This is an optimization exercise on Yosys and OpenROAD, whose aim is small area, a short achievable clock period and few clock cycles per item, not a production implementation.
Where RTL was checked, it was by simulation tests only, not by an equivalence proof against the original.

==> inputs of job 3198 <==
==> flow/design.v (excerpt) <==
module krnl_ro_rtl #( 
  parameter integer  C_S_AXI_CONTROL_DATA_WIDTH = 32,
  parameter integer  C_S_AXI_CONTROL_ADDR_WIDTH = 7,
  parameter integer  C_M_AXI_GMEM_ID_WIDTH = 2,
  parameter integer  C_M_AXI_GMEM_ADDR_WIDTH = 64,
  parameter integer  C_M_AXI_GMEM_DATA_WIDTH = 32
)
(
  input  wire  ap_clk,
  input  wire  ap_rst_n,
  output wire                                 m_axi_gmem_AWVALID,
  input  wire                                 m_axi_gmem_AWREADY,
  output wire [C_M_AXI_GMEM_ADDR_WIDTH-1:0]   m_axi_gmem_AWADDR,
  output wire [C_M_AXI_GMEM_ID_WIDTH - 1:0]   m_axi_gmem_AWID,
  output wire [7:0]                           m_axi_gmem_AWLEN,
  output wire [2:0]                           m_axi_gmem_AWSIZE,
  output wire [1:0]                           m_axi_gmem_AWBURST,
  output wire [1:0]                           m_axi_gmem_AWLOCK,
  output wire [3:0]                           m_axi_gmem_AWCACHE,
  output wire [2:0]                           m_axi_gmem_AWPROT,
  output wire [3:0]                           m_axi_gmem_AWQOS,
  output wire [3:0]                           m_axi_gmem_AWREGION,
  output wire                                 m_axi_gmem_WVALID,
  input  wire                                 m_axi_gmem_WREADY,
  output wire [C_M_AXI_GMEM_DATA_WIDTH-1:0]   m_axi_gmem_WDATA,
  output wire [C_M_AXI_GMEM_DATA_WIDTH/8-1:0] m_axi_gmem_WSTRB,
  output wire                                 m_axi_gmem_WLAST,
  output wire                                 m_axi_gmem_ARVALID,
  input  wire                                 m_axi_gmem_ARREADY,
  output wire [C_M_AXI_GMEM_ADDR_WIDTH-1:0]   m_axi_gmem_ARADDR,
  output wire [C_M_AXI_GMEM_ID_WIDTH-1:0]     m_axi_gmem_ARID,
  output wire [7:0]                           m_axi_gmem_ARLEN,
  output wire [2:0]                           m_axi_gmem_ARSIZE,
  output wire [1:0]                           m_axi_gmem_ARBURST,
  ...
==> flow/config.mk <==
export PLATFORM = sky130hd
export DESIGN_NAME = krnl_ro_rtl
export DESIGN_NICKNAME = krnl_ro_rtl
export VERILOG_FILES = /design/flow/design.v
export SDC_FILE = /design/flow/constraint.sdc
export NUM_CORES = 4
export LEC_CHECK = 0
export ABC_AREA = 1
export CAP_MARGIN = 20
export CORE_MARGIN = 2
export CORE_UTILIZATION = 40
export SLEW_MARGIN = 20
==> flow/constraint.sdc <==
create_clock -name core_clock -period 20.0 [get_ports {ap_clk}]
set_input_delay 4.0000 -clock core_clock [delete_from_list [all_inputs] [get_ports {ap_clk}]]
set_output_delay 4.0000 -clock core_clock [all_outputs]
set_load 0.01 [all_outputs]
run.sh (not shown) runs the stock make flow with config.mk's settings and CLKGATE_MAP_FILE= SYNTH_SCRIPT=/design/flow/synth_recipe.tcl, a recipe that flattens the netlist after the stock synthesis.
==> job 8417 (differences from job 3198) <==
Settings changed: ABC_AREA 1 to unset.
==> comparison table <==
item	job 3198	job 8417
Outcome	no timing/DRC/antenna violations	no timing/DRC/antenna violations
Cells on worst reg2reg path	25	22
Die outline area	133000 um^2	146000 um^2
Share of Yosys cell area claimed by the top area cell type	22.0%	20.1%
GR Util All Layers	27.9%	27.5%
Arrival time of the worst setup path	9230 ps	9190 ps
Fraction of area in multi-input gates	42.7%	49.8%
Met3 Use GR	5.13%	5.69%
Height of the die	364 um	382 um
CORE AREA	129000 um^2	142000 um^2
Core occupancy in the finished layout	46.1%	45.4%
Detailed placer's ending HPWL	136000 um	141000 um
Crit path depth	25	22
Maximum clock skew at final layout	87.9 ps	80.1 ps
Reg-to-reg setup timing slack	11320 ps	11240 ps
No functional check of the RTL was part of any run of this note.

========
==> trial 97: inputs <==
krnl_ro_rtl, a different RTL version from the one above (not shown whole).
Settings: LEC_CHECK=0, ABC_AREA=1, CAP_MARGIN=30, CORE_MARGIN=2, CORE_UTILIZATION=40, SLEW_MARGIN=20; clock period 20.0 ns.
standard.sh (not shown) runs the stock make flow with config.mk's settings and CLKGATE_MAP_FILE= SYNTH_SCRIPT=/design/flow/synth_recipe.tcl, a recipe that flattens the netlist after the stock synthesis.
==> flow/flow/run.sh <==
#!/bin/bash
# The standard layout, with repair_timing asked to leave setup slack
# SETUP_SLACK_MARGIN ns at the design's clock period, so that the layout
# is timed for a shorter period than the one it is checked at. The SDC and
# every other step are the standard flow's own.
set -euo pipefail
bash standard.sh SETUP_SLACK_MARGIN=14 finish > flow_make.log 2>&1
==> trial 58 (differences from trial 97) <==
--- a/flow/config.mk
+++ b/flow/config.mk
@@ -9,4 +9,4 @@
 export CAP_MARGIN = 30
 export CORE_MARGIN = 2
-export CORE_UTILIZATION = 40
+export CORE_UTILIZATION = 60
 export SLEW_MARGIN = 20
==> qor summary <==
	trial 97	trial 58
Status	complete, no violations	complete, no violations
Pre-CTS setup slack	12700 ps	13000 ps
Final standard cell area without fillers	0.0603 sq mm	0.0598 sq mm
Multi-input gate share of total cell area	43.5%	44.5%
Vertical die dimension	359 microns	294 microns
Data arrival, critical path	6540 ps	6530 ps
CTS buffer count	95	89
Worst Tran Pin Value	1250 ps	1190 ps
Area of the placeable core	0.125 sq mm	0.0833 sq mm
Post-CTS Repair Setup Buffers	83	73
Worst setup skew after layout	39.0 ps	62.2 ps
Total die area	0.129 sq mm	0.0862 sq mm
DR vias/cell	5.57	6.13
Wire length on met3	16600 microns	19600 microns
Routed met2 length	85900 microns	82200 microns
Startpoint of the lowest-slack register-to-register path	inst_krnl_ro_rtl_int.slot0[18]	inst_krnl_ro_rtl_int.r_one[0]
Vias post-DR	45800	46700
Antenna violations before repair	4	2
First drt pass iteration count	6	7
Clock slew seen by the registers of the worst setup and hold paths	70 ps	60 ps
Post-detailed-placement cell area	0.0544 sq mm	0.0535 sq mm
WL final	188000 microns	181000 microns
Testbench counts of trial 97, summed over its fixed seeds: cycles 18,687, items 5,627.
Testbench counts of trial 58, summed over its fixed seeds: cycles 18,687, items 5,627.

## separate check: timing with driven ports
Ports are ideal in the flow. The routed layouts listed here were re-timed in OpenROAD.
Step 1, drivers: a clkbuf_16 drives ap_clk and a buf_2 each remaining input, both assumed.
Step 2 times the ports against the registers' clock, not the clock port: input delays grow and output delays shrink by t, the midpoint of the rising clock arrivals with the driver on.
Slacks: ideal / step 1 / step 2; pairs: ideal / step 1.
run | shift t [ns] | setup slack, ns | worst setup path after step 2 | worst register clock-pin slew, ns | worst slew at a driven data input, ns
job 3198 | 0.785 | 11.323 / 11.323 / 11.323 | register to register | 0.07 / 0.07 | 0.18
job 8417 | 0.812 | 11.243 / 11.243 / 11.243 | register to register | 0.08 / 0.08 | 0.19
trial 97 | 0.795 | 13.903 / 13.903 / 13.315 | input to register | 0.07 / 0.07 | 0.16
trial 58 | 0.746 | 13.850 / 13.850 / 13.369 | input to register | 0.07 / 0.07 | 0.06
After both steps setup and hold are still met in every run listed. For trial 97, which loses most, drivers alone change the setup slack by 0.000 ns; drivers and shift together by -0.588 ns.
